This design comes from an exercise in tuning for small area on the open sky130 flow, not from production work.
Function was checked by simulation only, so behaviour that the tests miss may differ from the original.

==> flow/design.v (excerpt) <==
module Top_project (
    input clk,
    input reset,
    input [1:0] sw,
    input btnL,
    btnR,
    btnU,
    btnD,
    input rx,
    output tx,
    output [3:0] led,
    output [3:0] fnd_comm,
    output [7:0] fnd_font
);
clock: 12.0 ns
lec_check: 0
cap_margin: 20
core_margin: 2
core_utilization: 40
slew_margin: 20
standard.sh (not shown) runs the stock make flow with config.mk's settings and CLKGATE_MAP_FILE= SYNTH_SCRIPT=/design/flow/synth_recipe.tcl, a recipe that flattens the netlist after the stock synthesis.
==> flow/flow/run.sh <==
#!/bin/bash
# The standard layout flow (standard.sh, unchanged synthesis), with:
# - port buffers of the smallest buffer cell,
# - a clock tree of clkbuf_4 without dummy loads.
bash standard.sh \
  "BUFFER_PORTS_ARGS=-buffer_cell sky130_fd_sc_hd__buf_1" \
  "CTS_ARGS=-sink_clustering_enable -repair_clock_nets -buf_list sky130_fd_sc_hd__clkbuf_4 -dont_use_dummy_load" \
  finish > standard.log 2>&1
The first run completed without violations.
==> next run, changes <==
--- a/flow/design.v
+++ b/flow/design.v
@@ -6,50 +6,55 @@
     input btnL,
     btnR,
     btnU,
     btnD,
     input rx,
     output tx,
     output [3:0] led,
     output [3:0] fnd_comm,
     output [7:0] fnd_font
 );
     wire mode = sw[1];
-    reg [5:0] bc;
     assign led = {mode & sw[0], mode & ~sw[0], ~mode & sw[0], ~mode & ~sw[0]};
+    reg started;
     reg [1:0] cq;
-    wire first = (cq == 2'd0) & (bc == 6'd0);
-    always @(posedge clk, posedge reset) begin
-        if (reset) cq <= 2'd0;
-        else cq <= {cq[1] ^ (~first & cq[0]), cq[0] ^ ~first};
+    always @(posedge clk, posedge reset) begin
+        if (reset) begin
+            started <= 1'b0;
+            cq <= 2'd0;
+        end else begin
+            started <= 1'b1;
+            cq <= {cq[1] ^ (started & cq[0]), cq[0] ^ started};
+        end
     end
     wire t4 = cq[1] & cq[0];
     wire [3:0] w_ms1, w_ms10;
     wire w_ms1_wrap = t4 & w_ms1[3] & w_ms1[0];
     wire w_c0_next = w_ms1_wrap & w_ms10[3] & w_ms10[0];
     digit10 W_MS1 (.clk(clk), .reset(reset), .clr(1'b0), .e(t4), .q(w_ms1));
     digit10 W_MS10 (.clk(clk), .reset(reset), .clr(1'b0), .e(w_ms1_wrap), .q(w_ms10));
     wire t16 = t4 & w_ms1[0] & (w_ms1[1] ^ w_ms10[0]);
     reg [2:0] sel;
     always @(posedge clk, posedge reset) begin
         if (reset) sel <= 3'd0;
         else sel <= {sel[2] ^ (t16 & sel[1] & sel[0]), sel[1] ^ (t16 & sel[0]), sel[0] ^ t16};
     end
+    reg [5:0] bc;
     wire bc_top = bc[5] & bc[4] & bc[2] & bc[0];   
     always @(posedge clk, posedge reset) begin
         if (reset) bc <= 6'd0;
         else if (bc_top) bc <= 6'd0;
         else bc <= bc + 6'd1;
     end
     wire bc_lo0 = ~bc[5] & ~bc[4] & ~bc[3];
-    wire tick = (cq != 2'd0) & bc_lo0 & ~bc[2] & ~bc[1] & ~bc[0];
+    wire tick = started & bc_lo0 & ~bc[2] & ~bc[1] & ~bc[0];
     wire bc4 = bc_lo0 & bc[2] & ~bc[1] & ~bc[0];
     wire bc5 = bc_lo0 & bc[2] & ~bc[1] & bc[0];
     wire bc1 = bc_lo0 & ~bc[2] & ~bc[1] & bc[0];
     reg [3:0] rh, rl;
     reg [7:0] rdata;
     wire r_idle = ~rl[3] & (rh == 4'd0);
     wire r_end = tick & rh[3] & rh[1] & ~rl[3] & rl[2] & rl[1] & rl[0];
     wire rl15 = &rl;
     wire r_sample = tick & rl15 & (rh[3] ? ~rh[1] & ~rh[0] : (rh[2] | rh[1] | rh[0]));
     always @(posedge clk, posedge reset) begin
         if (reset) begin
After rerunning: The changed run produced a clean layout. Non-clock buffer count came out lower by 1. Design area stays flat. Die area came out lower slightly. Worst hold slack is worse by 0.0092 ns. Worst setup slack is better by 0.13 ns. Clock skew came out lower by 0.0073 ns. Sequential share of layout area came out higher by 0.44 points.

port drivers added, routing unchanged:
No port has a modelled driver above. Below, the same layouts with a new extraction and two added sets of constraints.
Step 1: set_driving_cell puts a clkbuf_16 on clk and a buf_2 on each other input, an assumption about the parent block.
Step 2 adds t to the input delays and takes it off the output delays; t is the mean of the earliest and latest rising clock arrival at the registers after step 1. Input paths then give back, and output paths get back, about the clock's delay inside the block.
a / b / c = ideal ports / drivers / drivers and shift; a / b = the first two.
| run | shift t [ns] | setup slack, ns | worst hold slack (ns) | clock arrival spread, ns | slew at the worst register clock pin (ns) |
|---|---|---|---|---|---|
| the first run | 0.538 | 4.788 / 4.761 / 4.761 | 0.478 / 0.478 / 0.478 | 0.038 / 0.038 | 0.12 / 0.12 |
| the second run | 0.538 | 4.914 / 4.887 / 4.887 | 0.469 / 0.469 / 0.469 | 0.031 / 0.030 | 0.11 / 0.11 |
After both steps every run listed still meets setup and hold.
